From an optimization exercise on the open Yosys and OpenROAD flow, aimed at small area and a short achievable clock period; shortcuts taken in it are not production practice. Only simulation tests tie the RTL to the original design; equivalence was not proved. Power figures rest on the tool's default switching activity, not on a simulated workload.

Setup of the baseline:
==> flow/design.v <==
package CORE_PKG;
parameter NUM_PREGS = 64;
parameter NUM_AREGS = 32;
parameter RS_ENTRIES = 16;
parameter NUM_FUS = 4;
typedef struct packed {
    logic [$clog2(NUM_PREGS)-1:0] dst_preg;
    logic [$clog2(NUM_PREGS)-1:0] src1_preg;
    logic [$clog2(NUM_PREGS)-1:0] src2_preg;
    logic [31:0] imm_val;
    logic instr_valid;
    logic [31:0] pc;
} disp_packet_t;
endpackage
import CORE_PKG::*;
module g_inv  (input logic a, output logic y); assign y = ~a; endmodule
module g_nand2 (input logic a, b, output logic y); assign y = ~(a & b); endmodule
module g_nand3 (input logic a, b, c, output logic y); assign y = ~(a & b & c); endmodule
module g_nor2 (input logic a, b, output logic y); assign y = ~(a | b); endmodule
module onehot_dec (
    input  logic        v,
    input  logic [3:0]  idx,
    output logic [15:0] y
);
logic [3:0] idx_n, lo_n, hi_n;
for (genvar j = 0; j < 4; j++) begin : g_in
    g_inv u_inv (.a(idx[j]), .y(idx_n[j]));
end
for (genvar k = 0; k < 4; k++) begin : g_pre
    g_nand3 u_lo (.a(v),
                  .b(k[1] ? idx[1] : idx_n[1]),
                  .c(k[0] ? idx[0] : idx_n[0]),
                  .y(lo_n[k]));
    g_nand2 u_hi (.a(k[1] ? idx[3] : idx_n[3]),
                  .b(k[0] ? idx[2] : idx_n[2]),
                  .y(hi_n[k]));
end
for (genvar i = 0; i < 16; i++) begin : g_out
    g_nor2 u_y (.a(lo_n[i%4]), .b(hi_n[i/4]), .y(y[i]));
end
endmodule
import CORE_PKG::*;
module aoi222 (
    input  logic [2:0] a,
    input  logic [2:0] b,
    output logic       y
);
assign y = ~|(a & b);
endmodule
module nand6 (
    input  logic [5:0] a,
    output logic       y
);
assign y = ~&a;
endmodule
module pkt_bit_mux #(
    parameter int N = RS_ENTRIES
)(
    input  logic [N-1:0] sel,
    input  logic [N-1:0] data,
    output logic         y
);
logic [5:0] t;
for (genvar k = 0; k < 5; k++) begin : g_aoi
    aoi222 u_aoi (.a(sel[3*k +: 3]), .b(data[3*k +: 3]), .y(t[k]));
end
assign t[5] = ~(sel[15] & data[15]);
nand6 u_or (.a(t), .y(y));
endmodule
import CORE_PKG::*;
module dep_row #(
    parameter int M = RS_ENTRIES * NUM_FUS
)(
    input  logic [M-1:0] d,
    input  logic [M-1:0] keep,
    input  logic [M-1:0] newc,
    input  logic         wr,
    output logic [M-1:0] nxt,
    output logic         zero
);
assign nxt  = (d & keep) | (newc & {M{wr}});
assign zero = ~(|nxt);
endmodule
module dep_col (
    input  logic dm,
    input  logic ready,
    input  logic rst_q,
    input  logic dv,
    output logic keep,
    output logic newc
);
assign keep = ~(ready | rst_q);
assign newc = dm & dv & ~ready;
endmodule
import CORE_PKG::*;
module scheduler #(
    parameter PKT_W = 3*$clog2(NUM_PREGS) + 32 + 1 + 32    
)(
    input logic clk,
    input logic rst,
    output logic [RS_ENTRIES-1:0] local_ready_mask,
    input logic [(RS_ENTRIES * NUM_FUS)-1:0] global_ready_mask,
    input logic [PKT_W-1:0] disp_pkt,
    input logic disp_valid,
    input logic [(RS_ENTRIES * NUM_FUS)-1:0] dependency_mask,
    output logic [$clog2(RS_ENTRIES)-1:0] rs_entry_idx,
    output logic rs_full,
    input logic [($clog2(RS_ENTRIES))-1:0] retire_rs_entry,
    input logic retire_rs_valid,
    output logic [PKT_W-1:0] sched_pkt,
    output logic fire_valid,
    output logic [($clog2(RS_ENTRIES))-1:0] fire_entry
);
localparam int N = RS_ENTRIES;
localparam int M = RS_ENTRIES * NUM_FUS;
localparam int IW = $clog2(RS_ENTRIES);
logic [N-1:0]     valid_q;
logic [N-1:0]     granted_q;
logic [M-1:0]     dep_q [N];
logic [PKT_W-1:0] payload_q [N];
logic [N-1:0]     free_oh_q;
logic [N-1:0]     gnt_oh_q;
logic             fire_valid_q;
logic             rst_q;
logic             full_q;
logic [IW-1:0]    free_idx_q;
logic [N-1:0] retire_oh;
onehot_dec u_lrm_dec (.v(retire_rs_valid), .idx(retire_rs_entry), .y(local_ready_mask));
onehot_dec u_ret_dec (.v(retire_rs_valid), .idx(retire_rs_entry), .y(retire_oh));
logic [M-1:0]  keep_col;      
logic [M-1:0]  new_col;       
logic [N-1:0]  disp_row;
logic [M-1:0]  dep_d [N];
logic [N-1:0]  valid_d, granted_d, req_d, gnt_oh_d, free_oh_d;
logic [IW-1:0] free_idx_d;
for (genvar j = 0; j < M; j++) begin : g_colsig
    dep_col u_col (.dm(dependency_mask[j]), .ready(global_ready_mask[j]), .rst_q(rst_q),
                   .dv(disp_valid), .keep(keep_col[j]), .newc(new_col[j]));
end
assign disp_row = {N{disp_valid}} & free_oh_q;
logic [N-1:0] dep_zero;
for (genvar i = 0; i < N; i++) begin : g_row
    dep_row #(.M(M)) u_row (
        .d(dep_q[i]), .keep(keep_col), .newc(new_col), .wr(free_oh_q[i]),
        .nxt(dep_d[i]), .zero(dep_zero[i])
    );
end
always_comb begin
    for (int i = 0; i < N; i++) begin
        valid_d[i]   = ~rst & ~retire_oh[i] & (valid_q[i] | disp_row[i]);
        granted_d[i] = ~rst & ~retire_oh[i] & (granted_q[i] | gnt_oh_q[i]);
        req_d[i]     = valid_d[i] & ~granted_d[i] & dep_zero[i];
    end
end
always_comb begin
    logic seen_r, seen_f;
    seen_r = 1'b0;
    seen_f = 1'b0;
    free_idx_d = '0;
    for (int i = 0; i < N; i++) begin
        gnt_oh_d[i]  = req_d[i] & ~seen_r;
        free_oh_d[i] = ~valid_d[i] & ~seen_f;
        if (free_oh_d[i]) free_idx_d = i[IW-1:0];
        seen_r = seen_r | req_d[i];
        seen_f = seen_f | ~valid_d[i];
    end
end
always_ff @(posedge clk) begin
    rst_q        <= rst;
    valid_q      <= valid_d;
    granted_q    <= granted_d;
    gnt_oh_q     <= gnt_oh_d;
    fire_valid_q <= |req_d;
    free_oh_q    <= free_oh_d;
    full_q       <= &valid_d;
    free_idx_q   <= free_idx_d;
    for (int i = 0; i < N; i++) dep_q[i] <= dep_d[i];
end
always_ff @(posedge clk) begin
    for (int i = 0; i < N; i++)
        if (free_oh_q[i]) payload_q[i] <= disp_pkt;
end
for (genvar b = 0; b < PKT_W; b++) begin : g_rd
    logic [N-1:0] col;
    for (genvar i = 0; i < N; i++) begin : g_col
        assign col[i] = payload_q[i][b];
    end
    pkt_bit_mux #(.N(N)) u_mux (.sel(gnt_oh_q), .data(col), .y(sched_pkt[b]));
end
assign fire_valid   = fire_valid_q;
always_comb begin
    fire_entry = '0;
    for (int i = 0; i < N; i++)
        if (gnt_oh_q[i]) fire_entry = fire_entry | IW'(i);
end
assign rs_full      = full_q;
assign rs_entry_idx = free_idx_q;
endmodule
Settings: LEC_CHECK=0, CAP_MARGIN=20, CORE_MARGIN=2, CORE_UTILIZATION=60, CTS_BUF_LIST=sky130_fd_sc_hd__clkbuf_16, CTS_CLUSTER_DIAMETER=60, CTS_CLUSTER_SIZE=24, PLACE_DENSITY=0.68, SLEW_MARGIN=20, SYNTH_HIERARCHICAL=1, SYNTH_MINIMUM_KEEP_SIZE=0; clock period 11.0 ns.
standard.sh (not shown) runs the stock make flow with config.mk's settings and CLKGATE_MAP_FILE= SYNTH_SCRIPT=/design/flow/synth_recipe.tcl, a recipe that flattens the netlist after the stock synthesis.
==> flow/flow/run.sh <==
#!/bin/bash
# Standard layout, with three changes to how it is made:
#  - port buffers are plain buf_2 cells (buffer_ports otherwise picks a slow
#    delay buffer, since nothing is critical at the design's period);
#  - timing repair aims for a setup margin well above zero, so the resizer
#    works on the paths that set the achieved period;
#  - the retire pins and the local_ready_mask pins are placed together.
# Each step's full output is in orfs/logs/; make's own output is in
# flow_make.log here.
set -euo pipefail
export BUFFER_PORTS_ARGS="-buffer_cell sky130_fd_sc_hd__buf_2"
export SETUP_SLACK_MARGIN=6.3
export PRE_IO_PLACEMENT_TCL="$(pwd)/flow/io.tcl"
bash standard.sh > flow_make.log 2>&1
==> flow/flow/io.tcl <==
# Keep the retire inputs and the local_ready_mask outputs they drive
# (a purely combinational path) next to each other on one edge.
set lrm_lo {}
set lrm_hi {}
for {set i 0} {$i < 8} {incr i} { lappend lrm_lo "local_ready_mask\[$i\]" }
for {set i 8} {$i < 16} {incr i} { lappend lrm_hi "local_ready_mask\[$i\]" }
set ret {retire_rs_valid retire_rs_entry[0] retire_rs_entry[1] retire_rs_entry[2] retire_rs_entry[3]}
set names [concat $lrm_lo $ret $lrm_hi]
set pins {}
foreach n $names { lappend pins [get_ports $n] }
set_io_pin_constraint -group -order -pin_names $pins -region top:*
The baseline ran to completion and came out clean on the timing, DRC and antenna checks.
#### Input delta (the candidate over the baseline)
--- a/flow/design.v
+++ b/flow/design.v
@@ -65,10 +65,18 @@
     aoi222 u_aoi (.a(sel[3*k +: 3]), .b(data[3*k +: 3]), .y(t[k]));
 end
 assign t[5] = ~(sel[15] & data[15]);
 nand6 u_or (.a(t), .y(y));
 endmodule
+module fanout_copy #(
+    parameter int W = RS_ENTRIES
+)(
+    input  logic [W-1:0] a,
+    output logic [W-1:0] y
+);
+assign y = a;
+endmodule
 import CORE_PKG::*;
 module dep_row #(
     parameter int M = RS_ENTRIES * NUM_FUS
 )(
     input  logic [M-1:0] d,
@@ -118,10 +126,14 @@
 logic [N-1:0]     granted_q;
 logic [M-1:0]     dep_q [N];
 logic [PKT_W-1:0] payload_q [N];
 logic [N-1:0]     free_oh_q;
 logic [N-1:0]     gnt_oh_q;
+localparam int NCOPY = 4;
+localparam int GRP = (PKT_W + NCOPY - 1) / NCOPY;
+logic [N-1:0]     gnt_rd_q [NCOPY];
+logic [N-1:0]     gnt_rd_d [NCOPY];
 logic             fire_valid_q;
 logic             rst_q;
 logic             full_q;
 logic [IW-1:0]    free_idx_q;
 logic [N-1:0] retire_oh;
@@ -163,15 +175,19 @@
         if (free_oh_d[i]) free_idx_d = i[IW-1:0];
         seen_r = seen_r | req_d[i];
         seen_f = seen_f | ~valid_d[i];
     end
 end
+for (genvar c = 0; c < NCOPY; c++) begin : g_copy
+    fanout_copy #(.W(N)) u_copy (.a(gnt_oh_d), .y(gnt_rd_d[c]));
+end
+assign gnt_oh_q = gnt_rd_q[0];
 always_ff @(posedge clk) begin
+    for (int c = 0; c < NCOPY; c++) gnt_rd_q[c] <= gnt_rd_d[c];
     rst_q        <= rst;
     valid_q      <= valid_d;
     granted_q    <= granted_d;
-    gnt_oh_q     <= gnt_oh_d;
     fire_valid_q <= |req_d;
     free_oh_q    <= free_oh_d;
     full_q       <= &valid_d;
     free_idx_q   <= free_idx_d;
     for (int i = 0; i < N; i++) dep_q[i] <= dep_d[i];
@@ -183,11 +199,11 @@
 for (genvar b = 0; b < PKT_W; b++) begin : g_rd
     logic [N-1:0] col;
     for (genvar i = 0; i < N; i++) begin : g_col
         assign col[i] = payload_q[i][b];
     end
-    pkt_bit_mux #(.N(N)) u_mux (.sel(gnt_oh_q), .data(col), .y(sched_pkt[b]));
+    pkt_bit_mux #(.N(N)) u_mux (.sel(gnt_rd_q[b / GRP]), .data(col), .y(sched_pkt[b]));
 end
 assign fire_valid   = fire_valid_q;
 always_comb begin
     fire_entry = '0;
     for (int i = 0; i < N; i++)
### Flow results
- Delta (the candidate minus the baseline): finished layout cell area now smaller; die area went up by about 1.7%; met1 usage now smaller; total wire length shows a reduction of about 6.4%; clock-pin transition on the worst setup and hold timing paths did not really move.
- Overall power of the completed layout grows slightly when moving from the baseline to the candidate.
- The candidate ended up with a higher sequential share of layout area than the baseline did.
- From the baseline to the candidate the numbers moved as follows: area fraction in and, or, nand and nor cells after synthesis about even, core box area rose about 1.6%.

Starts from the design.v that is shown in full above.
clock: 11.0 ns
lec_check: 0
cap_margin: 20
core_margin: 2
core_utilization: 62
cts_buf_list: sky130_fd_sc_hd__clkbuf_16
cts_cluster_diameter: 100
cts_cluster_size: 26
place_density: 0.7
slew_margin: 20
synth_hierarchical: 1
synth_minimum_keep_size: 0
==> flow/flow/run.sh <==
#!/bin/bash
# Standard layout, with three changes to how it is made:
#  - port buffers are plain buf_1 cells (buffer_ports otherwise picks a slow
#    delay buffer, since nothing is critical at the design's period);
#  - timing repair aims for a setup margin well above zero, so the resizer
#    works on the paths that set the achieved period;
#  - the retire pins and the local_ready_mask pins are placed together.
# Each step's full output is in orfs/logs/; make's own output is in
# flow_make.log here.
set -euo pipefail
export BUFFER_PORTS_ARGS="-buffer_cell sky130_fd_sc_hd__buf_1"
export SETUP_SLACK_MARGIN=6.15
export PRE_IO_PLACEMENT_TCL="$(pwd)/flow/io.tcl"
bash standard.sh > flow_make.log 2>&1
Scripts as last shown in full above: flow/flow/io.tcl
The first run finished with timing, DRC and antenna clean.
Then changed:
--- a/flow/design.v
+++ b/flow/design.v
@@ -116,25 +116,28 @@
 localparam int IW = $clog2(RS_ENTRIES);
 logic [N-1:0]     valid_q;
 logic [N-1:0]     granted_q;
 logic [M-1:0]     dep_q [N];
 logic [PKT_W-1:0] payload_q [N];
 logic [N-1:0]     free_oh_q;
-logic [N-1:0]     gnt_oh_q;
+localparam int H = N / 2;
+logic [N-1:0]     gnt_half_q;    
+logic             none_lo_q;     
+logic [N-1:0]     gnt_oh_q;      
 logic             fire_valid_q;
 logic             rst_q;
 logic             full_q;
 logic [IW-1:0]    free_idx_q;
 logic [N-1:0] retire_oh;
 onehot_dec u_lrm_dec (.v(retire_rs_valid), .idx(retire_rs_entry), .y(local_ready_mask));
 onehot_dec u_ret_dec (.v(retire_rs_valid), .idx(retire_rs_entry), .y(retire_oh));
 logic [M-1:0]  keep_col;      
 logic [M-1:0]  new_col;       
 logic [N-1:0]  disp_row;
 logic [M-1:0]  dep_d [N];
-logic [N-1:0]  valid_d, granted_d, req_d, gnt_oh_d, free_oh_d;
+logic [N-1:0]  valid_d, granted_d, req_d, gnt_half_d, free_oh_d;
 logic [IW-1:0] free_idx_d;
 for (genvar j = 0; j < M; j++) begin : g_colsig
     dep_col u_col (.dm(dependency_mask[j]), .ready(global_ready_mask[j]), .rst_q(rst_q),
                    .dv(disp_valid), .keep(keep_col[j]), .newc(new_col[j]));
 end
 assign disp_row = {N{disp_valid}} & free_oh_q;
@@ -155,24 +158,27 @@
 always_comb begin
     logic seen_r, seen_f;
     seen_r = 1'b0;
     seen_f = 1'b0;
     free_idx_d = '0;
     for (int i = 0; i < N; i++) begin
-        gnt_oh_d[i]  = req_d[i] & ~seen_r;
+        if (i == H) seen_r = 1'b0;
+        gnt_half_d[i] = req_d[i] & ~seen_r;
         free_oh_d[i] = ~valid_d[i] & ~seen_f;
         if (free_oh_d[i]) free_idx_d = i[IW-1:0];
         seen_r = seen_r | req_d[i];
         seen_f = seen_f | ~valid_d[i];
     end
 end
+assign gnt_oh_q = {gnt_half_q[N-1:H] & {H{none_lo_q}}, gnt_half_q[H-1:0]};
 always_ff @(posedge clk) begin
     rst_q        <= rst;
     valid_q      <= valid_d;
     granted_q    <= granted_d;
-    gnt_oh_q     <= gnt_oh_d;
+    gnt_half_q   <= gnt_half_d;
+    none_lo_q    <= ~(|req_d[H-1:0]);
     fire_valid_q <= |req_d;
     free_oh_q    <= free_oh_d;
     full_q       <= &valid_d;
     free_idx_q   <= free_idx_d;
     for (int i = 0; i < N; i++) dep_q[i] <= dep_d[i];
 end
Effect: Core utilization goes up by 1.1 points; hold slack is better by 0.017 ns; die area barely changes; total power stays flat; design area came out higher by 1.7%; clock skew fell by 0.016 ns; final cell count climbs by 0.62%; maximum frequency goes up by 1.4%; sequential share of layout area falls by 1.1 points; clock-buffer cell count falls by 1.

-- port drivers added, routing unchanged --
Ports are ideal in the flow. The routed layouts listed here were re-timed in OpenROAD.
Step 1: set_driving_cell puts a clkbuf_16 on clk and a buf_2 on each other input, an assumption about the parent block.
Step 2 also shifts input and output timing later by t, the mid clock arrival at the registers, as if the neighbouring blocks saw the same clock.
a / b / c = no drivers / after step 1 / after step 2; a / b = the first two.
run | t, ns | slack for setup (ns) | worst register clock-pin slew, ns | worst slew at a driven data input, ns
the baseline | 0.881 | 6.059 / 5.997 / 5.465 | 0.10 / 0.10 | 0.20
the candidate | 0.876 | 6.035 / 5.972 / 5.398 | 0.09 / 0.09 | 0.18
the first run of note 2 | 0.829 | 5.998 / 5.943 / 5.351 | 0.11 / 0.11 | 0.19
the second run of note 2 | 0.851 | 6.065 / 5.977 / 5.347 | 0.11 / 0.11 | 0.18
After both steps setup and hold are still met in every run listed. The setup slack of the second run of note 2, which loses most, moves by -0.088 ns with the drivers and by -0.718 ns with both steps.
